What follows belongs to an exercise in optimizing a design on an open flow for small area and a short achievable clock period; a production flow would make more cautious choices.
Function was checked by simulation only, so behaviour that the tests miss may differ from the original.
Power is estimated from default activity; no workload was simulated.

## flow/run.sh

```bash
#!/bin/bash
# Standard ORFS layout with buf_1 port buffers (input ones then upsized) and
# no CTS dummy loads.
set -euo pipefail
export BUFFER_PORTS_ARGS="-buffer_cell sky130_fd_sc_hd__buf_1"
export POST_GLOBAL_PLACE_TCL="$(pwd)/flow/post_gpl.tcl"
export CTS_ARGS="-sink_clustering_enable -repair_clock_nets -dont_use_dummy_load -buf_list sky130_fd_sc_hd__clkbuf_8"
bash standard.sh > standard_flow.log 2>&1
```

## flow/post_gpl.tcl

```tcl
# Port buffers are inserted as buf_1; the input ones each drive a PE's partial
# products, so they get a stronger buffer, and so do the inverters they drive.
foreach inst [get_cells input*] {
  replace_cell $inst sky130_fd_sc_hd__buf_4
  foreach pin [get_pins -of_objects [get_nets -of_objects [get_pins $inst/X]] -filter "direction == input"] {
    set c [get_cells -of_objects $pin]
    if {[get_property $c ref_name] == "sky130_fd_sc_hd__inv_1"} {
      replace_cell $c sky130_fd_sc_hd__inv_4
    }
  }
}
```

## standard.sh

```bash
#!/bin/bash
# synth_recipe.tcl (not shown) runs the flow's synth.tcl, then flattens the netlist and writes it again
# the make line also repeats each setting of config.mk as NAME=value (left out here)
make -C /OpenROAD-flow-scripts/flow DESIGN_CONFIG=/design/flow/config.mk WORK_HOME=/design/flow/orfs CLKGATE_MAP_FILE= SYNTH_SCRIPT=/design/flow/synth_recipe.tcl "${@:-finish}"
```

## config.mk

```make
export PLATFORM = sky130hd
export DESIGN_NAME = top
export DESIGN_NICKNAME = top
export VERILOG_FILES = /design/flow/design.v
export SDC_FILE = /design/flow/constraint.sdc
export NUM_CORES = 4
export LEC_CHECK = 0
export CAP_MARGIN = 20
export CORE_MARGIN = 2
export CORE_UTILIZATION = 40
export SLEW_MARGIN = 20
export SYNTH_HIERARCHICAL = 1
```

## constraint.sdc

```tcl
create_clock -name core_clock -period 6.0 [get_ports {clk}]
set_input_delay 1.2000 -clock core_clock [delete_from_list [all_inputs] [get_ports {clk}]]
set_output_delay 1.2000 -clock core_clock [all_outputs]
set_load 0.01 [all_outputs]
```

## design.v

```verilog
module top(clk,reset,a1,a2,a3,b1,b2,b3,c1,c2,c3,c4,c5,c6,c7,c8,c9);
 input wire clk,reset;
 input wire [7:0] a1,a2,a3,b1,b2,b3;
 output wire [16:0] c1,c2,c3,c4,c5,c6,c7,c8,c9;
 reg [7:0] a01n,a02n,a11n,a12n,a21n,a22n,b10n,b11n,b12n,b20n,b21n,b22n;
 reg [16:0] acc1,acc2,acc3,acc4,acc5,acc6,acc7,acc8,acc9;
 wire [16:0] n1,n2,n3,n4,n5,n6,n7,n8,n9;
 wire [7:0] a1n = ~a1, a2n = ~a2, a3n = ~a3, b1n = ~b1, b2n = ~b2, b3n = ~b3;
 mac_in  m1 (.an(a1n),  .bn(b1n),  .acc(acc1), .reset(reset), .nxt(n1));
 mac_in  m2 (.an(a01n), .bn(b2n),  .acc(acc2), .reset(reset), .nxt(n2));
 mac_in  m3 (.an(a02n), .bn(b3n),  .acc(acc3), .reset(reset), .nxt(n3));
 mac_in  m4 (.an(a2n),  .bn(b10n), .acc(acc4), .reset(reset), .nxt(n4));
 mac_reg m5 (.an(a11n), .bn(b11n), .acc(acc5), .reset(reset), .nxt(n5));
 mac_reg m6 (.an(a12n), .bn(b12n), .acc(acc6), .reset(reset), .nxt(n6));
 mac_in  m7 (.an(a3n),  .bn(b20n), .acc(acc7), .reset(reset), .nxt(n7));
 mac_reg m8 (.an(a21n), .bn(b21n), .acc(acc8), .reset(reset), .nxt(n8));
 mac_reg m9 (.an(a22n), .bn(b22n), .acc(acc9), .reset(reset), .nxt(n9));
 always @(posedge clk) begin
    if (reset) begin
      a01n <= 8'hff; a02n <= 8'hff; a11n <= 8'hff; a12n <= 8'hff; a21n <= 8'hff; a22n <= 8'hff;
      b10n <= 8'hff; b11n <= 8'hff; b12n <= 8'hff; b20n <= 8'hff; b21n <= 8'hff; b22n <= 8'hff;
    end
    else begin
      a01n <= ~a1; a02n <= a01n; a11n <= ~a2; a12n <= a11n; a21n <= ~a3; a22n <= a21n;
      b10n <= ~b1; b20n <= b10n; b11n <= ~b2; b21n <= b11n; b12n <= ~b3; b22n <= b12n;
    end
    acc1 <= n1; acc2 <= n2; acc3 <= n3; acc4 <= n4; acc5 <= n5;
    acc6 <= n6; acc7 <= n7; acc8 <= n8; acc9 <= n9;
 end
 assign c1 = acc1; assign c2 = acc2; assign c3 = acc3;
 assign c4 = acc4; assign c5 = acc5; assign c6 = acc6;
 assign c7 = acc7; assign c8 = acc8; assign c9 = acc9;
endmodule
module mac_in(input wire [7:0] an, input wire [7:0] bn, input wire [16:0] acc, input wire reset, output wire [16:0] nxt);
  wire pp0_0 = ~an[0] & ~bn[0];
  wire pp0_1 = ~an[0] & ~bn[1];
  wire pp0_2 = ~an[0] & ~bn[2];
  wire pp0_3 = ~an[0] & ~bn[3];
  wire pp0_4 = ~an[0] & ~bn[4];
  wire pp0_5 = ~an[0] & ~bn[5];
  wire pp0_6 = ~an[0] & ~bn[6];
  wire pp0_7 = ~an[0] & ~bn[7];
  wire pp1_0 = ~an[1] & ~bn[0];
  wire pp1_1 = ~an[1] & ~bn[1];
  wire pp1_2 = ~an[1] & ~bn[2];
  wire pp1_3 = ~an[1] & ~bn[3];
  wire pp1_4 = ~an[1] & ~bn[4];
  wire pp1_5 = ~an[1] & ~bn[5];
  wire pp1_6 = ~an[1] & ~bn[6];
  wire pp1_7 = ~an[1] & ~bn[7];
  wire pp2_0 = ~an[2] & ~bn[0];
  wire pp2_1 = ~an[2] & ~bn[1];
  wire pp2_2 = ~an[2] & ~bn[2];
  wire pp2_3 = ~an[2] & ~bn[3];
  wire pp2_4 = ~an[2] & ~bn[4];
  wire pp2_5 = ~an[2] & ~bn[5];
  wire pp2_6 = ~an[2] & ~bn[6];
  wire pp2_7 = ~an[2] & ~bn[7];
  wire pp3_0 = ~an[3] & ~bn[0];
  wire pp3_1 = ~an[3] & ~bn[1];
  wire pp3_2 = ~an[3] & ~bn[2];
  wire pp3_3 = ~an[3] & ~bn[3];
  wire pp3_4 = ~an[3] & ~bn[4];
  wire pp3_5 = ~an[3] & ~bn[5];
  wire pp3_6 = ~an[3] & ~bn[6];
  wire pp3_7 = ~an[3] & ~bn[7];
  wire pp4_0 = ~an[4] & ~bn[0];
  wire pp4_1 = ~an[4] & ~bn[1];
  wire pp4_2 = ~an[4] & ~bn[2];
  wire pp4_3 = ~an[4] & ~bn[3];
  wire pp4_4 = ~an[4] & ~bn[4];
  wire pp4_5 = ~an[4] & ~bn[5];
  wire pp4_6 = ~an[4] & ~bn[6];
  wire pp4_7 = ~an[4] & ~bn[7];
  wire pp5_0 = ~an[5] & ~bn[0];
  wire pp5_1 = ~an[5] & ~bn[1];
  wire pp5_2 = ~an[5] & ~bn[2];
  wire pp5_3 = ~an[5] & ~bn[3];
  wire pp5_4 = ~an[5] & ~bn[4];
  wire pp5_5 = ~an[5] & ~bn[5];
  wire pp5_6 = ~an[5] & ~bn[6];
  wire pp5_7 = ~an[5] & ~bn[7];
  wire pp6_0 = ~an[6] & ~bn[0];
  wire pp6_1 = ~an[6] & ~bn[1];
  wire pp6_2 = ~an[6] & ~bn[2];
  wire pp6_3 = ~an[6] & ~bn[3];
  wire pp6_4 = ~an[6] & ~bn[4];
  wire pp6_5 = ~an[6] & ~bn[5];
  wire pp6_6 = ~an[6] & ~bn[6];
  wire pp6_7 = ~an[6] & ~bn[7];
  wire pp7_0 = ~an[7] & ~bn[0];
  wire pp7_1 = ~an[7] & ~bn[1];
  wire pp7_2 = ~an[7] & ~bn[2];
  wire pp7_3 = ~an[7] & ~bn[3];
  wire pp7_4 = ~an[7] & ~bn[4];
  wire pp7_5 = ~an[7] & ~bn[5];
  wire pp7_6 = ~an[7] & ~bn[6];
  wire pp7_7 = ~an[7] & ~bn[7];
  wire s1, c1;
  ha us1 (acc[5], pp0_5, s1, c1);
  wire s2, c2;
  fax us2 (acc[6], pp0_6, pp1_5, s2, c2);
  wire s3, c3;
  hax us3 (pp2_4, pp3_3, s3, c3);
  wire s4, c4;
  fax us4 (acc[7], pp0_7, pp1_6, s4, c4);
  wire s5, c5;
  fax us5 (pp2_5, pp3_4, pp4_3, s5, c5);
  wire s6, c6;
  ha us6 (pp5_2, pp6_1, s6, c6);
  wire s7, c7;
  fax us7 (acc[8], pp1_7, pp2_6, s7, c7);
  wire s8, c8;
  fa us8 (pp3_5, pp4_4, pp5_3, s8, c8);
  wire s9, c9;
  hax us9 (pp6_2, pp7_1, s9, c9);
  wire s10, c10;
  fax us10 (acc[9], pp2_7, pp3_6, s10, c10);
  wire s11, c11;
  fax us11 (pp4_5, pp5_4, pp6_3, s11, c11);
  wire s12, c12;
  fax us12 (acc[10], pp3_7, pp4_6, s12, c12);
  wire s13, c13;
  ha us13 (acc[3], pp0_3, s13, c13);
  wire s14, c14;
  fa us14 (acc[4], pp0_4, pp1_3, s14, c14);
  wire s15, c15;
  ha us15 (pp2_2, pp3_1, s15, c15);
  wire s16, c16;
  fax us16 (pp1_4, pp2_3, pp3_2, s16, c16);
  wire s17, c17;
  fax us17 (pp4_1, pp5_0, s1, s17, c17);
  wire s18, c18;
  fa us18 (pp4_2, pp5_1, pp6_0, s18, c18);
  wire s19, c19;
  fax us19 (c1, s3, s2, s19, c19);
  wire s20, c20;
  fax us20 (pp7_0, c3, s6, s20, c20);
  wire s21, c21;
  fa us21 (c2, s4, s5, s21, c21);
  wire s22, c22;
  fax us22 (c6, s9, c4, s22, c22);
  wire s23, c23;
  fax us23 (c5, s7, s8, s23, c23);
  wire s24, c24;
  fax us24 (pp7_2, c9, c7, s24, c24);
  wire s25, c25;
  fa us25 (c8, s10, s11, s25, c25);
  wire s26, c26;
  fa us26 (pp5_5, pp6_4, pp7_3, s26, c26);
  wire s27, c27;
  fa us27 (c10, c11, s12, s27, c27);
  wire s28, c28;
  fa us28 (acc[11], pp4_7, pp5_6, s28, c28);
  wire s29, c29;
  fax us29 (pp6_5, pp7_4, c12, s29, c29);
  wire s30, c30;
  fa us30 (acc[12], pp5_7, pp6_6, s30, c30);
  wire s31, c31;
  ha us31 (acc[2], pp0_2, s31, c31);
  wire s32, c32;
  fa us32 (pp1_2, pp2_1, pp3_0, s32, c32);
  wire s33, c33;
  fa us33 (pp4_0, c13, s15, s33, c33);
  wire s34, c34;
  fa us34 (c15, c14, s16, s34, c34);
  wire s35, c35;
  fax us35 (c16, c17, s18, s35, c35);
  wire s36, c36;
  fa us36 (c18, s20, c19, s36, c36);
  wire s37, c37;
  fax us37 (c20, s22, c21, s37, c37);
  wire s38, c38;
  fax us38 (s24, c22, c23, s38, c38);
  wire s39, c39;
  fax us39 (s26, c24, s27, s39, c39);
  wire s40, c40;
  fax us40 (c26, s28, s29, s40, c40);
  wire s41, c41;
  fax us41 (pp7_5, c28, s30, s41, c41);
  wire s42, c42;
  fa us42 (acc[13], pp6_7, pp7_6, s42, c42);
  wire s43, c43;
  ha us43 (acc[1], pp0_1, s43, c43);
  wire s44, c44;
  fa us44 (pp1_1, pp2_0, s31, s44, c44);
  wire s45, c45;
  fa us45 (c31, s13, s32, s45, c45);
  wire s46, c46;
  fa us46 (c32, s14, s33, s46, c46);
  wire s47, c47;
  fa us47 (s17, c33, s34, s47, c47);
  wire s48, c48;
  fa us48 (s19, c34, s35, s48, c48);
  wire s49, c49;
  fax us49 (c35, s21, s36, s49, c49);
  wire s50, c50;
  fax us50 (s23, c36, s37, s50, c50);
  wire s51, c51;
  fax us51 (s25, s38, c37, s51, c51);
  wire s52, c52;
  fax us52 (c25, c38, s39, s52, c52);
  wire s53, c53;
  fax us53 (c27, s40, c39, s53, c53);
  wire s54, c54;
  fa us54 (c29, s41, c40, s54, c54);
  wire s55, c55;
  fa us55 (c30, s42, c41, s55, c55);
  wire s56, c56;
  fa us56 (acc[14], pp7_7, c42, s56, c56);
  wire rs0, rc1;
  ha r0 (acc[0], pp0_0, rs0, rc1);
  assign nxt[0] = rs0 & ~reset;
  wire rs1, rc2;
  fa r1 (pp1_0, s43, rc1, rs1, rc2);
  assign nxt[1] = rs1 & ~reset;
  wire rs2, rc3;
  fa r2 (s44, c43, rc2, rs2, rc3);
  assign nxt[2] = rs2 & ~reset;
  wire rs3, rc4;
  fa r3 (s45, c44, rc3, rs3, rc4);
  assign nxt[3] = rs3 & ~reset;
  wire p4_4, g4_4;
  x2 px4 (s46, c45, p4_4);
  assign g4_4 = s46 & c45;
  wire p5_5, g5_5;
  x2 px5 (s47, c46, p5_5);
  assign g5_5 = s47 & c46;
  wire p6_6, g6_6;
  x2 px6 (s48, c47, p6_6);
  assign g6_6 = s48 & c47;
  wire p7_7, g7_7;
  x2 px7 (s49, c48, p7_7);
  assign g7_7 = s49 & c48;
  wire p8_8, g8_8;
  x2 px8 (s50, c49, p8_8);
  assign g8_8 = s50 & c49;
  wire p9_9, g9_9;
  x2 px9 (s51, c50, p9_9);
  assign g9_9 = s51 & c50;
  wire p10_10, g10_10;
  x2 px10 (s52, c51, p10_10);
  assign g10_10 = s52 & c51;
  wire p11_11, g11_11;
  x2 px11 (s53, c52, p11_11);
  assign g11_11 = s53 & c52;
  wire p12_12, g12_12;
  x2 px12 (s54, c53, p12_12);
  assign g12_12 = s54 & c53;
  wire p13_13, g13_13;
  x2 px13 (s55, c54, p13_13);
  assign g13_13 = s55 & c54;
  wire p14_14, g14_14;
  x2 px14 (s56, c55, p14_14);
  assign g14_14 = s56 & c55;
  wire p15_15, g15_15;
  x2 px15 (acc[15], c56, p15_15);
  assign g15_15 = acc[15] & c56;
  wire g4_3 = g4_4 | (p4_4 & rc4);
  wire g5_4 = g5_5 | (p5_5 & g4_4);
  wire p5_4 = p5_5 & p4_4;
  wire g6_5 = g6_6 | (p6_6 & g5_5);
  wire p6_5 = p6_6 & p5_5;
  wire g7_6 = g7_7 | (p7_7 & g6_6);
  wire p7_6 = p7_7 & p6_6;
  wire g8_7 = g8_8 | (p8_8 & g7_7);
  wire p8_7 = p8_8 & p7_7;
  wire g9_8 = g9_9 | (p9_9 & g8_8);
  wire p9_8 = p9_9 & p8_8;
  wire g10_9 = g10_10 | (p10_10 & g9_9);
  wire p10_9 = p10_10 & p9_9;
  wire g11_10 = g11_11 | (p11_11 & g10_10);
  wire p11_10 = p11_11 & p10_10;
  wire g12_11 = g12_12 | (p12_12 & g11_11);
  wire p12_11 = p12_12 & p11_11;
  wire g13_12 = g13_13 | (p13_13 & g12_12);
  wire p13_12 = p13_13 & p12_12;
  wire g14_13 = g14_14 | (p14_14 & g13_13);
  wire p14_13 = p14_14 & p13_13;
  wire g15_14 = g15_15 | (p15_15 & g14_14);
  wire p15_14 = p15_15 & p14_14;
  wire g5_3 = g5_4 | (p5_4 & rc4);
  wire g6_3 = g6_5 | (p6_5 & g4_3);
  wire g7_4 = g7_6 | (p7_6 & g5_4);
  wire p7_4 = p7_6 & p5_4;
  wire g8_5 = g8_7 | (p8_7 & g6_5);
  wire p8_5 = p8_7 & p6_5;
  wire g9_6 = g9_8 | (p9_8 & g7_6);
  wire p9_6 = p9_8 & p7_6;
  wire g10_7 = g10_9 | (p10_9 & g8_7);
  wire p10_7 = p10_9 & p8_7;
  wire g11_8 = g11_10 | (p11_10 & g9_8);
  wire p11_8 = p11_10 & p9_8;
  wire g12_9 = g12_11 | (p12_11 & g10_9);
  wire p12_9 = p12_11 & p10_9;
  wire g13_10 = g13_12 | (p13_12 & g11_10);
  wire p13_10 = p13_12 & p11_10;
  wire g14_11 = g14_13 | (p14_13 & g12_11);
  wire p14_11 = p14_13 & p12_11;
  wire g15_12 = g15_14 | (p15_14 & g13_12);
  wire p15_12 = p15_14 & p13_12;
  wire g7_3 = g7_4 | (p7_4 & rc4);
  wire g8_3 = g8_5 | (p8_5 & g4_3);
  wire g9_3 = g9_6 | (p9_6 & g5_3);
  wire g10_3 = g10_7 | (p10_7 & g6_3);
  wire g11_4 = g11_8 | (p11_8 & g7_4);
  wire p11_4 = p11_8 & p7_4;
  wire g12_5 = g12_9 | (p12_9 & g8_5);
  wire p12_5 = p12_9 & p8_5;
  wire g13_6 = g13_10 | (p13_10 & g9_6);
  wire p13_6 = p13_10 & p9_6;
  wire g14_7 = g14_11 | (p14_11 & g10_7);
  wire p14_7 = p14_11 & p10_7;
  wire g15_8 = g15_12 | (p15_12 & g11_8);
  wire p15_8 = p15_12 & p11_8;
  wire g11_3 = g11_4 | (p11_4 & rc4);
  wire g12_3 = g12_5 | (p12_5 & g4_3);
  wire g13_3 = g13_6 | (p13_6 & g5_3);
  wire g14_3 = g14_7 | (p14_7 & g6_3);
  wire g15_3 = g15_8 | (p15_8 & g7_3);
  wire sn4;
  xn2 sx4 (p4_4, rc4, sn4);
  assign nxt[4] = ~(sn4 | reset);
  wire sn5;
  xn2 sx5 (p5_5, g4_3, sn5);
  assign nxt[5] = ~(sn5 | reset);
  wire sn6;
  xn2 sx6 (p6_6, g5_3, sn6);
  assign nxt[6] = ~(sn6 | reset);
  wire sn7;
  xn2 sx7 (p7_7, g6_3, sn7);
  assign nxt[7] = ~(sn7 | reset);
  wire sn8;
  xn2 sx8 (p8_8, g7_3, sn8);
  assign nxt[8] = ~(sn8 | reset);
  wire sn9;
  xn2 sx9 (p9_9, g8_3, sn9);
  assign nxt[9] = ~(sn9 | reset);
  wire sn10;
  xn2 sx10 (p10_10, g9_3, sn10);
  assign nxt[10] = ~(sn10 | reset);
  wire sn11;
  xn2 sx11 (p11_11, g10_3, sn11);
  assign nxt[11] = ~(sn11 | reset);
  wire sn12;
  xn2 sx12 (p12_12, g11_3, sn12);
  assign nxt[12] = ~(sn12 | reset);
  wire sn13;
  xn2 sx13 (p13_13, g12_3, sn13);
  assign nxt[13] = ~(sn13 | reset);
  wire sn14;
  xn2 sx14 (p14_14, g13_3, sn14);
  assign nxt[14] = ~(sn14 | reset);
  wire sn15;
  xn2 sx15 (p15_15, g14_3, sn15);
  assign nxt[15] = ~(sn15 | reset);
  wire sn16;
  xn2 sx16 (acc[16], g15_3, sn16);
  assign nxt[16] = ~(sn16 | reset);
endmodule
module mac_reg(input wire [7:0] an, input wire [7:0] bn, input wire [16:0] acc, input wire reset, output wire [16:0] nxt);
  wire pp0_0 = ~an[0] & ~bn[0];
  wire pp0_1 = ~an[0] & ~bn[1];
  wire pp0_2 = ~an[0] & ~bn[2];
  wire pp0_3 = ~an[0] & ~bn[3];
  wire pp0_4 = ~an[0] & ~bn[4];
  wire pp0_5 = ~an[0] & ~bn[5];
  wire pp0_6 = ~an[0] & ~bn[6];
  wire pp0_7 = ~an[0] & ~bn[7];
  wire pp1_0 = ~an[1] & ~bn[0];
  wire pp1_1 = ~an[1] & ~bn[1];
  wire pp1_2 = ~an[1] & ~bn[2];
  wire pp1_3 = ~an[1] & ~bn[3];
  wire pp1_4 = ~an[1] & ~bn[4];
  wire pp1_5 = ~an[1] & ~bn[5];
  wire pp1_6 = ~an[1] & ~bn[6];
  wire pp1_7 = ~an[1] & ~bn[7];
  wire pp2_0 = ~an[2] & ~bn[0];
  wire pp2_1 = ~an[2] & ~bn[1];
  wire pp2_2 = ~an[2] & ~bn[2];
  wire pp2_3 = ~an[2] & ~bn[3];
  wire pp2_4 = ~an[2] & ~bn[4];
  wire pp2_5 = ~an[2] & ~bn[5];
  wire pp2_6 = ~an[2] & ~bn[6];
  wire pp2_7 = ~an[2] & ~bn[7];
  wire pp3_0 = ~an[3] & ~bn[0];
  wire pp3_1 = ~an[3] & ~bn[1];
  wire pp3_2 = ~an[3] & ~bn[2];
  wire pp3_3 = ~an[3] & ~bn[3];
  wire pp3_4 = ~an[3] & ~bn[4];
  wire pp3_5 = ~an[3] & ~bn[5];
  wire pp3_6 = ~an[3] & ~bn[6];
  wire pp3_7 = ~an[3] & ~bn[7];
  wire pp4_0 = ~an[4] & ~bn[0];
  wire pp4_1 = ~an[4] & ~bn[1];
  wire pp4_2 = ~an[4] & ~bn[2];
  wire pp4_3 = ~an[4] & ~bn[3];
  wire pp4_4 = ~an[4] & ~bn[4];
  wire pp4_5 = ~an[4] & ~bn[5];
  wire pp4_6 = ~an[4] & ~bn[6];
  wire pp4_7 = ~an[4] & ~bn[7];
  wire pp5_0 = ~an[5] & ~bn[0];
  wire pp5_1 = ~an[5] & ~bn[1];
  wire pp5_2 = ~an[5] & ~bn[2];
  wire pp5_3 = ~an[5] & ~bn[3];
  wire pp5_4 = ~an[5] & ~bn[4];
  wire pp5_5 = ~an[5] & ~bn[5];
  wire pp5_6 = ~an[5] & ~bn[6];
  wire pp5_7 = ~an[5] & ~bn[7];
  wire pp6_0 = ~an[6] & ~bn[0];
  wire pp6_1 = ~an[6] & ~bn[1];
  wire pp6_2 = ~an[6] & ~bn[2];
  wire pp6_3 = ~an[6] & ~bn[3];
  wire pp6_4 = ~an[6] & ~bn[4];
  wire pp6_5 = ~an[6] & ~bn[5];
  wire pp6_6 = ~an[6] & ~bn[6];
  wire pp6_7 = ~an[6] & ~bn[7];
  wire pp7_0 = ~an[7] & ~bn[0];
  wire pp7_1 = ~an[7] & ~bn[1];
  wire pp7_2 = ~an[7] & ~bn[2];
  wire pp7_3 = ~an[7] & ~bn[3];
  wire pp7_4 = ~an[7] & ~bn[4];
  wire pp7_5 = ~an[7] & ~bn[5];
  wire pp7_6 = ~an[7] & ~bn[6];
  wire pp7_7 = ~an[7] & ~bn[7];
  wire s1, c1;
  ha us1 (acc[5], pp0_5, s1, c1);
  wire s2, c2;
  fa us2 (acc[6], pp0_6, pp1_5, s2, c2);
  wire s3, c3;
  hax us3 (pp2_4, pp3_3, s3, c3);
  wire s4, c4;
  fa us4 (acc[7], pp0_7, pp1_6, s4, c4);
  wire s5, c5;
  fa us5 (pp2_5, pp3_4, pp4_3, s5, c5);
  wire s6, c6;
  hax us6 (pp5_2, pp6_1, s6, c6);
  wire s7, c7;
  fa us7 (acc[8], pp1_7, pp2_6, s7, c7);
  wire s8, c8;
  fa us8 (pp3_5, pp4_4, pp5_3, s8, c8);
  wire s9, c9;
  ha us9 (pp6_2, pp7_1, s9, c9);
  wire s10, c10;
  fa us10 (acc[9], pp2_7, pp3_6, s10, c10);
  wire s11, c11;
  fa us11 (pp4_5, pp5_4, pp6_3, s11, c11);
  wire s12, c12;
  fa us12 (acc[10], pp3_7, pp4_6, s12, c12);
  wire s13, c13;
  ha us13 (acc[3], pp0_3, s13, c13);
  wire s14, c14;
  fa us14 (acc[4], pp0_4, pp1_3, s14, c14);
  wire s15, c15;
  ha us15 (pp2_2, pp3_1, s15, c15);
  wire s16, c16;
  fa us16 (pp1_4, pp2_3, pp3_2, s16, c16);
  wire s17, c17;
  fa us17 (pp4_1, pp5_0, s1, s17, c17);
  wire s18, c18;
  fa us18 (pp4_2, pp5_1, pp6_0, s18, c18);
  wire s19, c19;
  fax us19 (c1, s3, s2, s19, c19);
  wire s20, c20;
  fa us20 (pp7_0, c3, s6, s20, c20);
  wire s21, c21;
  fa us21 (c2, s4, s5, s21, c21);
  wire s22, c22;
  fax us22 (c6, s9, c4, s22, c22);
  wire s23, c23;
  fa us23 (c5, s7, s8, s23, c23);
  wire s24, c24;
  fax us24 (pp7_2, c9, c7, s24, c24);
  wire s25, c25;
  fa us25 (c8, s10, s11, s25, c25);
  wire s26, c26;
  fa us26 (pp5_5, pp6_4, pp7_3, s26, c26);
  wire s27, c27;
  fa us27 (c10, c11, s12, s27, c27);
  wire s28, c28;
  fa us28 (acc[11], pp4_7, pp5_6, s28, c28);
  wire s29, c29;
  fax us29 (pp6_5, pp7_4, c12, s29, c29);
  wire s30, c30;
  fa us30 (acc[12], pp5_7, pp6_6, s30, c30);
  wire s31, c31;
  ha us31 (acc[2], pp0_2, s31, c31);
  wire s32, c32;
  fa us32 (pp1_2, pp2_1, pp3_0, s32, c32);
  wire s33, c33;
  fa us33 (pp4_0, c13, s15, s33, c33);
  wire s34, c34;
  fa us34 (c15, c14, s16, s34, c34);
  wire s35, c35;
  fa us35 (c16, c17, s18, s35, c35);
  wire s36, c36;
  fa us36 (c18, s20, c19, s36, c36);
  wire s37, c37;
  fax us37 (c20, s22, c21, s37, c37);
  wire s38, c38;
  fax us38 (s24, c22, c23, s38, c38);
  wire s39, c39;
  fax us39 (s26, c24, s27, s39, c39);
  wire s40, c40;
  fa us40 (c26, s28, s29, s40, c40);
  wire s41, c41;
  fa us41 (pp7_5, c28, s30, s41, c41);
  wire s42, c42;
  fa us42 (acc[13], pp6_7, pp7_6, s42, c42);
  wire s43, c43;
  ha us43 (acc[1], pp0_1, s43, c43);
  wire s44, c44;
  fa us44 (pp1_1, pp2_0, s31, s44, c44);
  wire s45, c45;
  fa us45 (c31, s13, s32, s45, c45);
  wire s46, c46;
  fa us46 (c32, s14, s33, s46, c46);
  wire s47, c47;
  fa us47 (s17, c33, s34, s47, c47);
  wire s48, c48;
  fa us48 (s19, c34, s35, s48, c48);
  wire s49, c49;
  fa us49 (c35, s21, s36, s49, c49);
  wire s50, c50;
  fa us50 (s23, c36, s37, s50, c50);
  wire s51, c51;
  fa us51 (s25, s38, c37, s51, c51);
  wire s52, c52;
  fa us52 (c25, c38, s39, s52, c52);
  wire s53, c53;
  fa us53 (c27, s40, c39, s53, c53);
  wire s54, c54;
  fa us54 (c29, s41, c40, s54, c54);
  wire s55, c55;
  fa us55 (c30, s42, c41, s55, c55);
  wire s56, c56;
  fa us56 (acc[14], pp7_7, c42, s56, c56);
  wire rs0, rc1;
  ha r0 (acc[0], pp0_0, rs0, rc1);
  assign nxt[0] = rs0 & ~reset;
  wire rs1, rc2;
  fa r1 (pp1_0, s43, rc1, rs1, rc2);
  assign nxt[1] = rs1 & ~reset;
  wire rs2, rc3;
  fa r2 (s44, c43, rc2, rs2, rc3);
  assign nxt[2] = rs2 & ~reset;
  wire rs3, rc4;
  fa r3 (s45, c44, rc3, rs3, rc4);
  assign nxt[3] = rs3 & ~reset;
  wire rs4, rc5;
  fa r4 (s46, c45, rc4, rs4, rc5);
  assign nxt[4] = rs4 & ~reset;
  wire p5_5, g5_5;
  x2 px5 (s47, c46, p5_5);
  assign g5_5 = s47 & c46;
  wire p6_6, g6_6;
  x2 px6 (s48, c47, p6_6);
  assign g6_6 = s48 & c47;
  wire p7_7, g7_7;
  x2 px7 (s49, c48, p7_7);
  assign g7_7 = s49 & c48;
  wire p8_8, g8_8;
  x2 px8 (s50, c49, p8_8);
  assign g8_8 = s50 & c49;
  wire p9_9, g9_9;
  x2 px9 (s51, c50, p9_9);
  assign g9_9 = s51 & c50;
  wire p10_10, g10_10;
  x2 px10 (s52, c51, p10_10);
  assign g10_10 = s52 & c51;
  wire p11_11, g11_11;
  x2 px11 (s53, c52, p11_11);
  assign g11_11 = s53 & c52;
  wire p12_12, g12_12;
  x2 px12 (s54, c53, p12_12);
  assign g12_12 = s54 & c53;
  wire p13_13, g13_13;
  x2 px13 (s55, c54, p13_13);
  assign g13_13 = s55 & c54;
  wire p14_14, g14_14;
  x2 px14 (s56, c55, p14_14);
  assign g14_14 = s56 & c55;
  wire p15_15, g15_15;
  x2 px15 (acc[15], c56, p15_15);
  assign g15_15 = acc[15] & c56;
  wire g5_4 = g5_5 | (p5_5 & rc5);
  wire g6_5 = g6_6 | (p6_6 & g5_5);
  wire p6_5 = p6_6 & p5_5;
  wire g7_6 = g7_7 | (p7_7 & g6_6);
  wire p7_6 = p7_7 & p6_6;
  wire g8_7 = g8_8 | (p8_8 & g7_7);
  wire p8_7 = p8_8 & p7_7;
  wire g9_8 = g9_9 | (p9_9 & g8_8);
  wire p9_8 = p9_9 & p8_8;
  wire g10_9 = g10_10 | (p10_10 & g9_9);
  wire p10_9 = p10_10 & p9_9;
  wire g11_10 = g11_11 | (p11_11 & g10_10);
  wire p11_10 = p11_11 & p10_10;
  wire g12_11 = g12_12 | (p12_12 & g11_11);
  wire p12_11 = p12_12 & p11_11;
  wire g13_12 = g13_13 | (p13_13 & g12_12);
  wire p13_12 = p13_13 & p12_12;
  wire g14_13 = g14_14 | (p14_14 & g13_13);
  wire p14_13 = p14_14 & p13_13;
  wire g15_14 = g15_15 | (p15_15 & g14_14);
  wire p15_14 = p15_15 & p14_14;
  wire g6_4 = g6_5 | (p6_5 & rc5);
  wire g7_4 = g7_6 | (p7_6 & g5_4);
  wire g8_5 = g8_7 | (p8_7 & g6_5);
  wire p8_5 = p8_7 & p6_5;
  wire g9_6 = g9_8 | (p9_8 & g7_6);
  wire p9_6 = p9_8 & p7_6;
  wire g10_7 = g10_9 | (p10_9 & g8_7);
  wire p10_7 = p10_9 & p8_7;
  wire g11_8 = g11_10 | (p11_10 & g9_8);
  wire p11_8 = p11_10 & p9_8;
  wire g12_9 = g12_11 | (p12_11 & g10_9);
  wire p12_9 = p12_11 & p10_9;
  wire g13_10 = g13_12 | (p13_12 & g11_10);
  wire p13_10 = p13_12 & p11_10;
  wire g14_11 = g14_13 | (p14_13 & g12_11);
  wire p14_11 = p14_13 & p12_11;
  wire g15_12 = g15_14 | (p15_14 & g13_12);
  wire p15_12 = p15_14 & p13_12;
  wire g8_4 = g8_5 | (p8_5 & rc5);
  wire g9_4 = g9_6 | (p9_6 & g5_4);
  wire g10_4 = g10_7 | (p10_7 & g6_4);
  wire g11_4 = g11_8 | (p11_8 & g7_4);
  wire g12_5 = g12_9 | (p12_9 & g8_5);
  wire p12_5 = p12_9 & p8_5;
  wire g13_6 = g13_10 | (p13_10 & g9_6);
  wire p13_6 = p13_10 & p9_6;
  wire g14_7 = g14_11 | (p14_11 & g10_7);
  wire p14_7 = p14_11 & p10_7;
  wire g15_8 = g15_12 | (p15_12 & g11_8);
  wire p15_8 = p15_12 & p11_8;
  wire g12_4 = g12_5 | (p12_5 & rc5);
  wire g13_4 = g13_6 | (p13_6 & g5_4);
  wire g14_4 = g14_7 | (p14_7 & g6_4);
  wire g15_4 = g15_8 | (p15_8 & g7_4);
  wire sn5;
  xn2 sx5 (p5_5, rc5, sn5);
  assign nxt[5] = ~(sn5 | reset);
  wire sn6;
  xn2 sx6 (p6_6, g5_4, sn6);
  assign nxt[6] = ~(sn6 | reset);
  wire sn7;
  xn2 sx7 (p7_7, g6_4, sn7);
  assign nxt[7] = ~(sn7 | reset);
  wire sn8;
  xn2 sx8 (p8_8, g7_4, sn8);
  assign nxt[8] = ~(sn8 | reset);
  wire sn9;
  xn2 sx9 (p9_9, g8_4, sn9);
  assign nxt[9] = ~(sn9 | reset);
  wire sn10;
  xn2 sx10 (p10_10, g9_4, sn10);
  assign nxt[10] = ~(sn10 | reset);
  wire sn11;
  xn2 sx11 (p11_11, g10_4, sn11);
  assign nxt[11] = ~(sn11 | reset);
  wire sn12;
  xn2 sx12 (p12_12, g11_4, sn12);
  assign nxt[12] = ~(sn12 | reset);
  wire sn13;
  xn2 sx13 (p13_13, g12_4, sn13);
  assign nxt[13] = ~(sn13 | reset);
  wire sn14;
  xn2 sx14 (p14_14, g13_4, sn14);
  assign nxt[14] = ~(sn14 | reset);
  wire sn15;
  xn2 sx15 (p15_15, g14_4, sn15);
  assign nxt[15] = ~(sn15 | reset);
  wire sn16;
  xn2 sx16 (acc[16], g15_4, sn16);
  assign nxt[16] = ~(sn16 | reset);
endmodule
module fa(input wire x, input wire y, input wire z, output wire s, output wire c);
  assign s = x ^ y ^ z;
  assign c = (x & y) | (z & (x ^ y));
endmodule
module fax(input wire x, input wire y, input wire z, output wire s, output wire c);
  wire t;
  x2 u0 (x, y, t);
  x2 u1 (t, z, s);
  assign c = (x & y) | (z & t);
endmodule
module ha(input wire x, input wire y, output wire s, output wire c);
  assign s = x ^ y;
  assign c = x & y;
endmodule
module hax(input wire x, input wire y, output wire s, output wire c);
  x2 u0 (x, y, s);
  assign c = x & y;
endmodule
module x2(input wire x, input wire y, output wire s);
  assign s = x ^ y;
endmodule
module xn2(input wire x, input wire y, output wire s);
  assign s = ~(x ^ y);
endmodule
```

==> results of run 1 <==
==> sequential cells by signal, summed over array words and instances (netlist names), 17 cells and up <==
name and count:
acc5 17, acc2 17, acc6 17, acc9 17
acc4 17, acc8 17, acc7 17, acc3 17
acc1 17
==> per-layer routing <==
metal,share of wire,vias to the layer above
li1,-,9186
met1,0.42,9778
met2,0.48,536
met3,0.065,122
met4,0.033,4
met5,0.0021,-
==> modules after synthesis, one instance, submodules excluded <==
module / cells / cell area [um2] / flip-flops and latches / times used
fa: 1 / 20.0 / 0 / 305
fax: 1 / 8.76 / 0 / 158
ha: 1 / 12.5 / 0 / 63
top: 403 / 5840 / 249 / 1
x2: 1 / 8.76 / 0 / 438
xn2: 1 / 8.76 / 0 / 113
mac_reg: 141 / 662 / 0 / 4
mac_in: 140 / 638 / 0 / 5
hax: 1 / 6.26 / 0 / 18
==> cell families after synthesis <==
family / Yosys count
AO/OA/AOI/OAI: 368
XOR/XNOR: 551
adder cells (fa/ha/maj): 368
buffers and inverters: 233
flip-flops: 249
AND/OR/NAND/NOR: 993
==> cell type report <==
class	count	area, um2
antenna	4	10.0
clock buffer	54	743
fill	5977	34600
inverter	70	263
multi-input combinational	2280	19000
sequential	249	4980
tap	837	1050
timing repair buffer	204	970
==> cells in the mapped netlist, types with 18 or more instances <==
library cell	number	area (um2)
inv_1	65	244
ha_1	63	788
or2_1	40	250
nand2_1	76	285
nor2b_1	50	313
o21ai_1	28	140
xnor2_1	113	990
fa_1	305	6110
buf_1	35	131
a22o_1	177	1550
a32o_1	18	180
a21oi_1	18	90.1
nand2b_1	53	332
nor2_1	703	2640
and2_1	18	113
a32oi_1	40	350
clkbuf_1	123	462
xor2_1	438	3840
dfxtp_1	249	4980
==> worst max-delay path: cells and delay by family <==
kind	cells	cell delay (ns)
xor+xnor	6	1.52
compound gates	3	0.83
fa+ha+maj	1	0.60
buf+inv	2	0.40
simple gates	3	0.25
==> how the worst max path moves through the flow <==
| stage | from | endpoint | cells after the start |
|---|---|---|---|
| floorplan | a1[0] | acc1[14] | 13 |
| global placement | b2[7] | acc2[14] | 15 |
| detailed placement | a3[3] | acc7[16] | 15 |
| CTS | a3[3] | acc7[16] | 15 |
| global route | a3[1] | acc7[16] | 17 |
| finish | a3[4] | acc7[16] | 15 |
==> power by group through the flow <==
| stage | Combinational [mW] | Sequential, mW | Clock, mW |
|---|---|---|---|
| floorplan | 4.14 | 2.27 | 0 |
| global placement | 5.15 | 2.34 | 0 |
| detailed placement | 5.27 | 2.34 | 0 |
| CTS | 5.32 | 2.31 | 1.60 |
| global route | 5.94 | 2.34 | 1.67 |
| finish | 5.33 | 2.30 | 1.52 |
==> through the flow <==
stage | instance area (um2) | setup slack (ns) | total power [mW]
floorplan | 24900 | 1.66 | 6.41
global placement | 26100 | 1.04 | 7.49
detailed placement | 26300 | 1.10 | 7.61
CTS | 27000 | 1.79 | 9.23
global route | 27000 | 1.37 | 9.94
finish | 27000 | 1.69 | 9.14
==> cell usage in the layout (no fill, tap or decap), drive strengths merged, types with 40 or more instances in the layout <==
master	n
a32oi	40
dfxtp	249
inv	70
xor2	438
o21ai	49
clkbuf	54
xnor2	113
nand2b	53
a22o	177
nor2	703
ha	63
buf	204
fa	305
nand2	76
or2	52
nor2b	50
==> results.py, run 1 <==
metrics = {
    "status": {
        "outcome": "finished clean",
    },
    "global_route": {
        "gr-usage-met2": 0.353,
        "antenna_found_initial": 3,
        "grt_max_degree": 150,
        "met1_usage": 0.255,
        "busiest_layer": "met2",
        "grt_pass1_wl_mm": 107,
        "grt_pass1_vias": 20700,
        "track_usage": 0.208,
        "gr-total-overflow": 0,
        "groute.layer.met3.usage": 0.0516,
    },
    "worst_setup_path": {
        "crit_path_frequent_cell": "xor2_1",
        "r2r_end": "acc6[13]",
        "startpoint_type": "input port",
        "reg2reg_setup_slack_ns": 1.79,
        "worstPathRequired_ns": 6.48,
        "slowest_delay_ns": 0.60,
        "setup.worst_path.end_class": "register",
        "path_class": "input port to register",
        "r2r-start": "b12n[6]",
        "reg2reg_depth": 12,
        "cp.arrival_ns": 4.80,
        "crit_slowest_cell": "fa_1",
        "crit_chain": "buf_4 -> inv_1 -> nor2_1 -> fa_1 -> xor2_1 -> xor2_1 -> xor2_1 -> xor2_1 -> xor2_1 -> a32oi_1 -> a21oi_1 -> nor3_1 -> a211oi_1 -> xnor2_1 -> nor2_1",
        "cp_max_fo": 8,
    },
    "timing": {
        "relSlewSlack": 0.471,
        "fmax_mhz": 232,
        "tns_ns": 0,
        "hold_viol": 0,
        "slew_viol_final": 0,
        "period_minus_slack_ns": 4.31,
        "fin_skew_ns": 0.0410,
        "rsz0062_at_grt": "no",
        "finalSetupViolCount": 0,
        "holdWs_ns": 0.502,
        "fin_crit_sh": 0.719,
        "worst_pin_slew_ns": 0.794,
    },
    "drt": {
        "wl_mm": 66.0,
        "dr.pass1.iters": 5,
        "num_vias": 19600,
        "post-route-drc-count": 0,
        "drtAntennaViolNets": 0,
        "wl_per_cell_um": 17.9,
        "viasPerCell": 5.31,
        "first_iter_violations": 1007,
    },
    "layout": {
        "final_cells": 3698,
        "fin_nets": 3277,
        "area_growth_pct": 8.52,
        "drive_gt1_frac": 0.0515,
        "fin_util": 0.439,
    },
    "power_and_ir_drop": {
        "pwr-share-comb": 0.583,
        "clockPowerShare": 0.166,
        "p_sw_frac": 0.468,
        "power.switching_mw": 4.28,
        "internal_power_mw": 4.87,
        "leakagePower_nw": 13.4,
        "powerDensity_mw_per_mm2": 338,
        "ir_drop_uv": 222,
        "seqPwrFrac": 0.252,
    },
    "clock_network": {
        "clock-sinks": 249,
        "cts_buffer_depth": 3,
        "post-cts-setup-buffers": 0,
        "ctsHtreeMaxLevel": 2,
        "cts.repair.resized": 0,
        "root_buffer": "clkbuf_8",
        "cts_tree": "yes",
        "ctsHoldBuffers": 0,
        "cts.clk_slew.worst_paths_ns": 0.05,
        "clk_latency_ns": 0.65,
        "cts-buffers-inserted": 54,
    },
    "synth": {
        "synth-simple-area-share": 0.171,
        "async_flop_share": 0,
        "syn-num-nets": 3180,
        "synth_compound_area_frac": 0.122,
        "synth_edf_count": 0,
        "ys_seq_area_frac": 0.200,
        "ys.flop_type": "dfxtp_1",
        "synthMuxAreaShare": 0,
        "synth_top_family_by_area": "adder cells",
        "ys_warn_count": 7,
        "synth_xor_area_frac": 0.194,
        "synth_fa_ha_area_frac": 0.277,
        "synth_cell_types": 40,
        "ys_ff_latch": 249,
        "syn_avg_cell_area_um2": 9.01,
        "syn_area_mm2": 0.0249,
        "netlist_instances": 2762,
    },
    "die": {
        "initial_core_util": 0.404,
        "rows": 91,
        "core_area_mm2": 0.0616,
        "io_pins": 203,
        "die-area_mm2": 0.0642,
        "die_y_um": 253,
        "die_w_um": 253,
    },
    "hold_path": {
        "hold_path.class": "register to register",
        "hold_path_depth": 2,
        "hold_start": "acc8[16]",
        "holdPathEnd": "acc8[16]",
    },
    "place": {
        "hpwl_mm": 52.6,
        "port_buffers": 202,
        "placed_cells": 3640,
    },
    "flow_run": {
        "maxCapViolations": 0,
    },
}
==> run 2, diff against run 1 <==
==> flow/post_gpl.tcl (replaced) <==
# Port buffers are inserted as buf_1; the input ones each drive a PE's partial
# products, so they get a stronger buffer, and so do the inverters they drive.
foreach inst [get_cells input*] {
  replace_cell $inst sky130_fd_sc_hd__buf_4
  foreach pin [get_pins -of_objects [get_nets -of_objects [get_pins [get_full_name $inst]/X]] -filter "direction == input"] {
    set c [get_cells -of_objects $pin]
    if {[get_property $c ref_name] == "sky130_fd_sc_hd__inv_1"} {
      replace_cell $c sky130_fd_sc_hd__inv_4
    }
  }
}
==> results.py, run 2 <==
metrics = {
    "hold_path": {
        "hold_path.class": "register to register",
    },
    "global_route": {
        "grt_max_degree": 150,
        "antenna_found_initial": 5,
        "grt_pass1_vias": 20900,
        "groute.layer.met3.usage": 0.0450,
        "busiest_layer": "met2",
        "grt_pass1_wl_mm": 107,
        "gr-total-overflow": 0,
        "track_usage": 0.208,
        "met1_usage": 0.256,
        "gr-usage-met2": 0.352,
    },
    "timing": {
        "slew_viol_final": 0,
        "finalSetupViolCount": 0,
        "period_minus_slack_ns": 4.22,
        "relSlewSlack": 0.448,
        "rsz0062_at_grt": "no",
        "tns_ns": 0,
        "fmax_mhz": 237,
        "fin_crit_sh": 0.704,
        "worst_pin_slew_ns": 0.829,
        "fin_skew_ns": 0.0402,
        "hold_viol": 0,
    },
    "layout": {
        "stdcell_area_mm2": 0.0271,
        "fill_cells": 6003,
        "final_cells": 3697,
        "fin_nets": 3275,
        "drive_gt1_frac": 0.0676,
        "area_growth_pct": 8.90,
        "final_common_cell": "nor2_1",
        "layout_common_cells": "nor2_1, xor2_1, fa_1",
    },
    "worst_setup_path": {
        "slowest_delay_ns": 0.66,
        "worst-path-buf-inv": 0,
        "crit_path_frequent_cell": "fa_1",
        "critPathTopFamily": "adder cells",
        "cp_max_fo": 9,
        "reg2reg_setup_slack_ns": 1.78,
        "crit_slowest_cell": "dfxtp_1",
        "path_class": "register to register",
        "crit_chain": "nor2_1 -> fa_1 -> a22o_1 -> fa_1 -> fa_1 -> xor2_1 -> nand3_1 -> o22ai_1 -> o211ai_1 -> a31oi_1 -> xnor2_1 -> nor2_1",
        "worstPathRequired_ns": 6.49,
        "setup.worst_path.end_class": "register",
        "cp.arrival_ns": 4.71,
        "startpoint_type": "register",
    },
    "power_and_ir_drop": {
        "ir_drop_uv": 202,
        "leakagePower_nw": 13.3,
        "powerDensity_mw_per_mm2": 336,
    },
    "clock_network": {
        "cts.clk_slew.worst_paths_ns": 0.05,
        "clock-sinks": 249,
        "root_buffer": "clkbuf_8",
        "ctsHtreeMaxLevel": 2,
        "clk_latency_ns": 0.65,
        "cts.repair.resized": 0,
        "cts-buffers-inserted": 52,
        "ctsHoldBuffers": 0,
        "post-cts-setup-buffers": 0,
        "cts_tree": "yes",
        "cts_buffer_depth": 3,
    },
    "die": {
        "die-area_mm2": 0.0642,
        "initial_core_util": 0.404,
        "die_y_um": 253,
        "die_w_um": 253,
        "io_pins": 203,
        "rows": 91,
        "core_area_mm2": 0.0616,
    },
    "synth": {
        "netlist_instances": 2762,
        "async_flop_share": 0,
        "yosys-top-cells-count": "nor2_1, xor2_1, fa_1",
        "yosysMostFrequentCell": "nor2_1",
        "ys_warn_count": 7,
        "syn_avg_cell_area_um2": 9.01,
        "synth_edf_count": 0,
        "syn-num-nets": 3180,
        "ys_seq_area_frac": 0.200,
        "synth_top_area_share": 0.245,
        "synth_cell_types": 40,
        "synth_top_cell_by_area": "fa_1",
        "syn_area_mm2": 0.0249,
        "synth_area_leaders": "fa_1, dfxtp_1, xor2_1, nor2_1, a22o_1",
        "ys.flop_type": "dfxtp_1",
        "ys_ff_latch": 249,
    },
    "drt": {
        "first_iter_violations": 967,
        "wl_per_cell_um": 17.8,
        "post-route-drc-count": 0,
        "num_vias": 19600,
        "viasPerCell": 5.29,
        "dr.pass1.iters": 5,
        "drtAntennaViolNets": 0,
        "wl_mm": 65.8,
    },
    "place": {
        "hpwl_mm": 52.6,
        "dpl-instance-area_mm2": 0.0264,
        "placed_cells": 3640,
        "port_buffers": 202,
    },
    "status": {
        "outcome": "finished clean",
    },
    "flow_run": {
        "maxCapViolations": 0,
    },
}
==> run 2: final cells by class <==
type / instances / area [um2] / share of cell area
multi-input cells: 2280 / 19000 / 0.701
flip-flops and latches: 249 / 4980 / 0.184
well taps: 837 / 1050 / 0.0386
repair buffers: 204 / 970 / 0.0358
clock buffers: 52 / 716 / 0.0264
inverters: 70 / 383 / 0.0141
diodes: 5 / 12.5 / 0.000462
==> run 2: kinds of logic after synthesis <==
family	after synthesis	synth area share
AND/OR/NAND/NOR	993	0.171
XOR/XNOR	551	0.194
adder cells (fa/ha/maj)	368	0.277
buffers and inverters	233	0.0366
AO/OA/AOI/OAI	368	0.122
flip-flops	249	0.200
==> run 2: worst register-to-register path, cell delays in order (launching register included) <==
cell and delay [ns]:
dfxtp_1 0.66, nor2_1 0.13, fa_1 0.56, a22o_1 0.25, fa_1 0.44, fa_1 0.61
xor2_1 0.38, nand3_1 0.14, o22ai_1 0.23, o211ai_1 0.20, a31oi_1 0.29, xnor2_1 0.15
nor2_1 0.06
==> run 2: through the flow <==
stage	power, mW	setup WS (ns)	hold slack [ns]	util
floorplan	6.41	1.66	0.406	-
global placement	7.49	1.04	0.489	0.423
detailed placement	7.63	1.23	0.497	0.428
CTS	9.20	1.80	0.515	0.440
global route	9.92	1.51	0.533	0.440
finish	9.11	1.78	0.502	0.440
==> run 2: worst paths after layout <==
check	from	end	cells after the start
worst max-delay path	b12n[6]	acc6[13]	12
worst min-delay path	acc8[16]	acc8[16]	2
worst max register to register	b12n[6]	acc6[13]	12
worst min register to register	acc8[16]	acc8[16]	2
==> run 2: report_power, final <==
part           switching [mW]  internal, mW
registers               0.341          1.96
logic                    3.21          2.13
clock network           0.722         0.752
==> run 2: layer usage <==
metal	wire (um)	share of wire
met1	28000	0.43
met2	31300	0.48
met3	4010	0.061
met4	2520	0.038
met5	23	0.00035
==> run 2: per-module statistics from Yosys, one instance, submodules excluded <==
module   cell area (um2)  flip-flops and latches  cells  times used
top                 5840                     249    403           1
mac_reg              662                       0    141           4
mac_in               638                       0    140           5
fa                  20.0                       0      1         305
ha                  12.5                       0      1          63
fax                 8.76                       0      1         158
x2                  8.76                       0      1         438
xn2                 8.76                       0      1         113
hax                 6.26                       0      1          18
==> run 3, diff against run 2 <==
--- a/flow/run.sh
+++ b/flow/run.sh
@@ -5,4 +5,5 @@
 export BUFFER_PORTS_ARGS="-buffer_cell sky130_fd_sc_hd__buf_1"
 export POST_GLOBAL_PLACE_TCL="$(pwd)/flow/post_gpl.tcl"
 export CTS_ARGS="-sink_clustering_enable -repair_clock_nets -dont_use_dummy_load -buf_list sky130_fd_sc_hd__clkbuf_8"
+export SETUP_MOVE_SEQUENCE="sizeup,swap"
 bash standard.sh > standard_flow.log 2>&1
--- a/config.mk
+++ b/config.mk
@@ -8,5 +8,6 @@
 export CAP_MARGIN = 20
 export CORE_MARGIN = 2
 export CORE_UTILIZATION = 40
+export SETUP_SLACK_MARGIN = 2.1
 export SLEW_MARGIN = 20
 export SYNTH_HIERARCHICAL = 1
==> results.py, run 3 <==
metrics = {
    "status": {
        "outcome": "finished clean",
    },
    "worst_setup_path": {
        "r2r_end": "acc4[14]",
        "startpoint_type": "input port",
        "cp_max_fo": 8,
        "reg2reg_setup_slack_ns": 2.11,
        "r2r-start": "b10n[1]",
        "worstPathRequired_ns": 6.48,
        "reg2reg_depth": 15,
        "path_class": "input port to register",
        "cp.arrival_ns": 4.46,
        "setup.worst_path.end_class": "register",
    },
    "die": {
        "core_area_mm2": 0.0616,
        "die_y_um": 253,
        "die-area_mm2": 0.0642,
        "io_pins": 203,
        "die_w_um": 253,
        "initial_core_util": 0.404,
        "rows": 91,
    },
    "global_route": {
        "gr-usage-met2": 0.357,
        "met1_usage": 0.264,
        "groute.layer.met3.usage": 0.0412,
        "gr-total-overflow": 0,
        "track_usage": 0.211,
        "antenna_found_initial": 2,
        "grt_max_degree": 144,
        "grt_pass1_vias": 20600,
        "busiest_layer": "met2",
        "grt_pass1_wl_mm": 108,
    },
    "timing": {
        "fin_skew_ns": 0.0741,
        "rsz0062_at_grt": "yes",
        "fmax_mhz": 251,
        "period_minus_slack_ns": 3.99,
        "relSlewSlack": 0.558,
        "finalSetupViolCount": 0,
        "worst_pin_slew_ns": 0.662,
        "hold_viol": 0,
        "fin_crit_sh": 0.665,
        "slew_viol_final": 0,
        "tns_ns": 0,
        "fin_ws_ns": 2.01,
    },
    "place": {
        "dp_slack_ns": 1.42,
        "port_buffers": 202,
        "hpwl_mm": 52.7,
    },
    "synth": {
        "ys_warn_count": 7,
        "ys_ff_latch": 249,
        "ys_seq_area_frac": 0.200,
        "synth_top_cell_by_area": "fa_1",
        "synth_edf_count": 0,
        "synth_area_leaders": "fa_1, dfxtp_1, xor2_1, nor2_1, a22o_1",
        "netlist_instances": 2762,
        "syn_area_mm2": 0.0249,
        "ys.flop_type": "dfxtp_1",
        "syn-num-nets": 3180,
        "syn_avg_cell_area_um2": 9.01,
        "synth_cell_types": 40,
        "yosys-top-cells-count": "nor2_1, xor2_1, fa_1",
        "yosysMostFrequentCell": "nor2_1",
        "synth_top_area_share": 0.245,
        "async_flop_share": 0,
    },
    "hold_path": {
        "hold_start": "a11n[6]",
        "hold_path_depth": 1,
        "holdPathEnd": "a12n[6]",
        "hold_path.class": "register to register",
    },
    "power_and_ir_drop": {
        "ir_drop_uv": 616,
        "leakagePower_nw": 13.5,
        "powerDensity_mw_per_mm2": 340,
    },
    "clock_network": {
        "ctsHtreeMaxLevel": 2,
        "cts_buffer_depth": 3,
        "cts-buffers-inserted": 52,
        "root_buffer": "clkbuf_8",
        "clk_latency_ns": 0.64,
        "cts_tree": "yes",
        "ctsHoldBuffers": 0,
        "cts.clk_slew.worst_paths_ns": 0.05,
        "clock-sinks": 249,
        "post-cts-setup-buffers": 0,
    },
    "layout": {
        "fin_nets": 3275,
        "fill_cells": 5648,
        "area_growth_pct": 21.7,
        "layout_common_cells": "nor2_1, xor2_1, fa_1",
        "final_common_cell": "nor2_1",
        "drive_gt1_frac": 0.242,
    },
    "drt": {
        "drtAntennaViolNets": 0,
        "num_vias": 19300,
        "wl_mm": 67.9,
        "first_iter_violations": 964,
        "post-route-drc-count": 0,
        "viasPerCell": 5.24,
        "dr.pass1.iters": 5,
        "wl_per_cell_um": 18.4,
    },
    "flow_run": {
        "maxCapViolations": 0,
    },
}
==> run 3: cell count changes in the layout (fill, tap and decap cells not counted), moves of 29 or more <==
| cell | before | now |
|---|---|---|
| xor2_1 | 438 | 256 |
| xor2_2 | 0 | 161 |
| nor2_1 | 703 | 613 |
| dfxtp_1 | 249 | 184 |
| fa_1 | 305 | 247 |
| fa_2 | 0 | 58 |
| nor2_2 | 0 | 47 |
| nor2_4 | 0 | 43 |
| inv_4 | 48 | 11 |
| dfxtp_2 | 0 | 36 |
| dfxtp_4 | 0 | 29 |
==> run 3: timing repair <==
item / in CTS / in global routing
endpoints found under the setup margin: 35 / 61
pin swaps: 20 / 254
gates resized for setup: 75 / 359
==> run 3: cells by family (layout without fill, tap and decap cells) <==
family	Yosys count	after routing	synth area share
simple gates	993	993	0.171
buf+inv	233	326	0.0366
xor+xnor	551	551	0.194
compound gates	368	368	0.122
flops	249	249	0.200
fa+ha+maj	368	368	0.277
other cells	0	1	0
==> run 3: critical path: stages <==
cell and delay, ns:
buf_4 0.12, inv_8 0.05, nor2_4 0.14, xor2_4 0.23, xor2_2 0.27, a22o_1 0.29, xor2_2 0.26, xor2_2 0.24
xor2_2 0.22, xor2_2 0.23, xor2_2 0.25, a32oi_2 0.16, nand2_1 0.17, o21ai_4 0.12, o31ai_2 0.26, xnor2_1 0.17
nor2_1 0.07
==> run 3: per-stage QoR <==
| stage | std cells | util | power [mW] | cell area (um2) | hold slack (ns) |
|---|---|---|---|---|---|
| floorplan | 2762 | - | 6.88 | 26500 | 0.406 |
| global placement | 3640 | 0.442 | 7.89 | 27300 | 0.493 |
| detailed placement | 3640 | 0.446 | 8.04 | 27500 | 0.492 |
| CTS | 3692 | 0.461 | 9.68 | 28400 | 0.511 |
| global route | 3693 | 0.492 | 11.2 | 30300 | 0.539 |
| finish | 3693 | 0.492 | 10.3 | 30300 | 0.514 |
==> run 3: modules after synthesis (local to each module, per instance) <==
module / cells inside / copies in the design / flip-flops and latches
mac_in: 140 / 5 / 0
x2: 1 / 438 / 0
xn2: 1 / 113 / 0
fa: 1 / 305 / 0
top: 403 / 1 / 249
ha: 1 / 63 / 0
fax: 1 / 158 / 0
hax: 1 / 18 / 0
mac_reg: 141 / 4 / 0
==> run 3: final cells by class <==
class	count	area [um2]	area share
sequential	249	5140	0.170
timing repair buffer	204	1030	0.0339
multi-input combinational	2280	21800	0.720
inverter	70	546	0.0180
antenna	1	2.50	0.0000826
tap	837	1050	0.0346
clock buffer	52	716	0.0236
==> run 3: power breakdown <==
group	switching, mW	internal, mW
combinational	3.85	2.66
sequential	0.363	1.96
clock	0.717	0.754
==> run 3: worst max path at each step <==
stage | startpoint | to | slack, ns | cells after the start
finish | a2[7] | acc4[14] | 2.01 | 17
global route | a2[7] | acc4[14] | 1.81 | 17
CTS | b11n[5] | acc5[13] | 2.08 | 12
detailed placement | a1[5] | acc1[15] | 1.42 | 17
global placement | b1[4] | acc1[15] | 1.35 | 15
floorplan | b2[6] | acc2[15] | 1.94 | 15
==> run 3: per-layer routing <==
layer	up-vias	wire length, um
met5	-	16
met4	2	2520
met3	125	3430
met2	433	33300
met1	9753	28600
li1	9023	-
==> run 4, diff against run 3 <==
--- a/config.mk
+++ b/config.mk
@@ -8,6 +8,6 @@
 export CAP_MARGIN = 20
 export CORE_MARGIN = 2
 export CORE_UTILIZATION = 40
-export SETUP_SLACK_MARGIN = 2.1
+export SETUP_SLACK_MARGIN = 1.8
 export SLEW_MARGIN = 20
 export SYNTH_HIERARCHICAL = 1
==> results.py, run 4 <==
metrics = {
    "status": {
        "outcome": "finished clean",
    },
    "flow_run": {
        "maxCapViolations": 0,
    },
    "worst_setup_path": {
        "startpoint_type": "input port",
        "setup.worst_path.end_class": "register",
        "critPathTopFamily": "XOR/XNOR gates",
        "slowest_delay_ns": 0.28,
        "worstPathRequired_ns": 6.45,
        "crit_slowest_cell": "xor2_1",
        "cp.arrival_ns": 4.47,
        "cp_max_fo": 8,
        "reg2reg_depth": 12,
        "crit_chain": "buf_4 -> inv_4 -> nor2_1 -> xor2_1 -> xor2_1 -> a22o_1 -> xor2_1 -> a22o_1 -> xor2_2 -> a22o_1 -> xor2_2 -> a32oi_2 -> a21oi_1 -> nor3_1 -> a211oi_1 -> xnor2_1 -> nor2_1",
        "path_class": "input port to register",
        "path_depth": 17,
        "worst-path-buf-inv": 2,
    },
    "clock_network": {
        "cts-buffers-inserted": 52,
        "clk_latency_ns": 0.64,
        "cts_buffer_depth": 3,
        "cts.clk_slew.worst_paths_ns": 0.05,
        "ctsHoldBuffers": 0,
        "clock-sinks": 249,
        "ctsHtreeMaxLevel": 2,
        "root_buffer": "clkbuf_8",
        "cts_tree": "yes",
    },
    "drt": {
        "num_vias": 19400,
        "wl_mm": 65.9,
        "dr.pass1.iters": 5,
        "post-route-drc-count": 0,
        "wl_per_cell_um": 17.9,
        "drtAntennaViolNets": 0,
        "first_iter_violations": 875,
        "viasPerCell": 5.26,
    },
    "synth": {
        "ys_seq_area_frac": 0.200,
        "synth_edf_count": 0,
        "synth_top_cell_by_area": "fa_1",
        "syn_avg_cell_area_um2": 9.01,
        "async_flop_share": 0,
        "ys.flop_type": "dfxtp_1",
        "syn-num-nets": 3180,
        "ys_ff_latch": 249,
        "synth_cell_types": 40,
        "ys_warn_count": 7,
        "netlist_instances": 2762,
        "yosys-top-cells-count": "nor2_1, xor2_1, fa_1",
        "synth_top_area_share": 0.245,
        "yosysMostFrequentCell": "nor2_1",
        "synth_area_leaders": "fa_1, dfxtp_1, xor2_1, nor2_1, a22o_1",
        "syn_area_mm2": 0.0249,
    },
    "global_route": {
        "grt_pass1_vias": 20300,
        "grt_pass1_wl_mm": 105,
        "grt_max_degree": 201,
        "antenna_found_initial": 2,
        "track_usage": 0.205,
        "gr-total-overflow": 0,
    },
    "power_and_ir_drop": {
        "pwr-share-comb": 0.596,
        "power.switching_mw": 4.40,
        "p_sw_frac": 0.469,
        "finalPower_mw": 9.38,
        "powerDensity_mw_per_mm2": 339,
        "ir_drop_uv": 428,
        "clockPowerShare": 0.157,
        "leakagePower_nw": 13.3,
        "internal_power_mw": 4.98,
        "seqPwrFrac": 0.246,
    },
    "timing": {
        "fin_skew_ns": 0.0518,
        "slew_viol_final": 0,
        "finalSetupViolCount": 0,
        "tns_ns": 0,
        "rsz0062_at_grt": "yes",
        "hold_viol": 0,
        "worst_pin_slew_ns": 0.900,
        "relSlewSlack": 0.400,
        "fmax_mhz": 249,
        "fin_crit_sh": 0.671,
        "period_minus_slack_ns": 4.02,
        "holdWs_ns": 0.506,
        "fin_ws_ns": 1.98,
    },
    "die": {
        "io_pins": 203,
        "die-area_mm2": 0.0642,
        "initial_core_util": 0.404,
        "die_w_um": 253,
        "core_area_mm2": 0.0616,
        "die_y_um": 253,
        "rows": 91,
    },
    "place": {
        "hpwl_mm": 51.6,
        "placed_cells": 3639,
        "port_buffers": 202,
        "dp_slack_ns": 1.36,
    },
    "layout": {
        "drive_gt1_frac": 0.0999,
        "fin_nets": 3274,
        "area_growth_pct": 11.0,
        "final_cells": 3694,
        "final_common_cell": "nor2_1",
        "layout_common_cells": "nor2_1, xor2_1, fa_1",
    },
    "hold_path": {
        "hold_path_depth": 2,
        "hold_path.class": "register to register",
    },
}
run 4: cell counts after synthesis:
No cell type changed its count.
run 4: path summary, 6_finish.rpt:
path | slack [ns] | end | startpoint
worst min register to register | 0.51 | acc6[16] | acc6[16]
worst max register to register | 2.01 | acc9[13] | b22n[3]
worst min-delay path | 0.51 | acc6[16] | acc6[16]
worst max-delay path | 1.98 | acc1[16] | b1[1]
run 4: area by class of cell:
cell class,count,area (um2)
inverters,70,383
fillers,5939,34000
clock buffers,52,716
diodes,3,7.51
multi-input cells,2280,19500
well taps,837,1050
repair buffers,203,962
flip-flops and latches,249,5010
run 4: metrics by stage:
stage / util / instance area (um2)
6_report: 0.449 / 27600
5_1_grt: 0.449 / 27600
4_1_cts: 0.441 / 27100
3_5_place_dp: 0.429 / 26400
3_3_place_gp: 0.424 / 26100
2_1_floorplan: - / 25000
run 4: cell families after synthesis:
group	Yosys count	synth area share
simple gates	993	0.171
xor+xnor	551	0.194
compound gates	368	0.122
fa+ha+maj	368	0.277
flops	249	0.200
buf+inv	233	0.0366
run 4: power by group through the flow:
stage / registers (mW) / logic [mW] / clock network [mW]
after floorplan: 2.27 / 4.17 / 0
after global placement: 2.34 / 5.13 / 0
after detailed placement: 2.34 / 5.24 / 0
after CTS: 2.31 / 5.31 / 1.57
after global routing: 2.35 / 6.24 / 1.62
final: 2.31 / 5.59 / 1.48
run 4: repair_timing:
item,in CTS,in global routing
pin swaps,0,30
endpoints found under the setup margin,1,42
setup buffers,0,0
resized for setup,1,87
gates cloned,0,0
run 4: per-layer routing:
layer	vias up	part of all wire	wire [um]	GRT usage
li1	9133	-	-	-
met1	9701	0.43	28500	0.262
met2	484	0.49	32200	0.353
met3	99	0.055	3640	0.0350
met4	2	0.024	1560	0.0590
met5	-	0.00021	14	0
run 4: tightest hold or removal path, delay by kind of cell, from the launching register on:
family	cells	cell delay, ns
flip-flops	1	0.34
AND/OR/NAND/NOR	1	0.07
XOR/XNOR	1	0.07
run 4: per-module statistics from Yosys (local to each module, per instance):
module   cell area [um2]  cells  copies in the design  flops+latches
top                 5840    403                     1            249
mac_reg              662    141                     4              0
mac_in               638    140                     5              0
fa                  20.0      1                   305              0
ha                  12.5      1                    63              0
fax                 8.76      1                   158              0
x2                  8.76      1                   438              0
xn2                 8.76      1                   113              0
hax                 6.26      1                    18              0

[separate check: timing with driven ports]
The results above use ideal ports. As a check the final layouts listed here were re-extracted and re-timed, cells and wires unchanged. Step 1 (the two cells are an assumption about what drives the block):
set clk [get_ports {clk}]
set_driving_cell -lib_cell sky130_fd_sc_hd__clkbuf_16 $clk
set_driving_cell -lib_cell sky130_fd_sc_hd__buf_2 [delete_from_list [all_inputs] $clk]
Step 2, shift: input delay + t, output delay - t, t = (earliest + latest rising clock arrival at the registers) / 2. This alone moves slack from input paths to output paths. Slacks: ideal ports / drivers / drivers and shift; pairs: ideal ports / drivers.
| run | t, ns | setup slack, ns | worst setup path at the end | latest minus earliest clock arrival (ns) |
|---|---|---|---|---|
| run 1 | 0.689 | 1.688 / 1.716 / 1.027 | input to register | 0.056 / 0.056 |
| run 2 | 0.686 | 1.779 / 1.779 / 1.139 | input to register | 0.050 / 0.050 |
| run 3 | 0.660 | 2.012 / 2.016 / 1.356 | input to register | 0.089 / 0.089 |
| run 4 | 0.664 | 1.976 / 1.963 / 1.299 | input to register | 0.060 / 0.060 |
After both steps setup and hold are still met in every run listed. For run 4, which loses most, drivers alone change the setup slack by -0.013 ns; drivers and shift together by -0.677 ns.
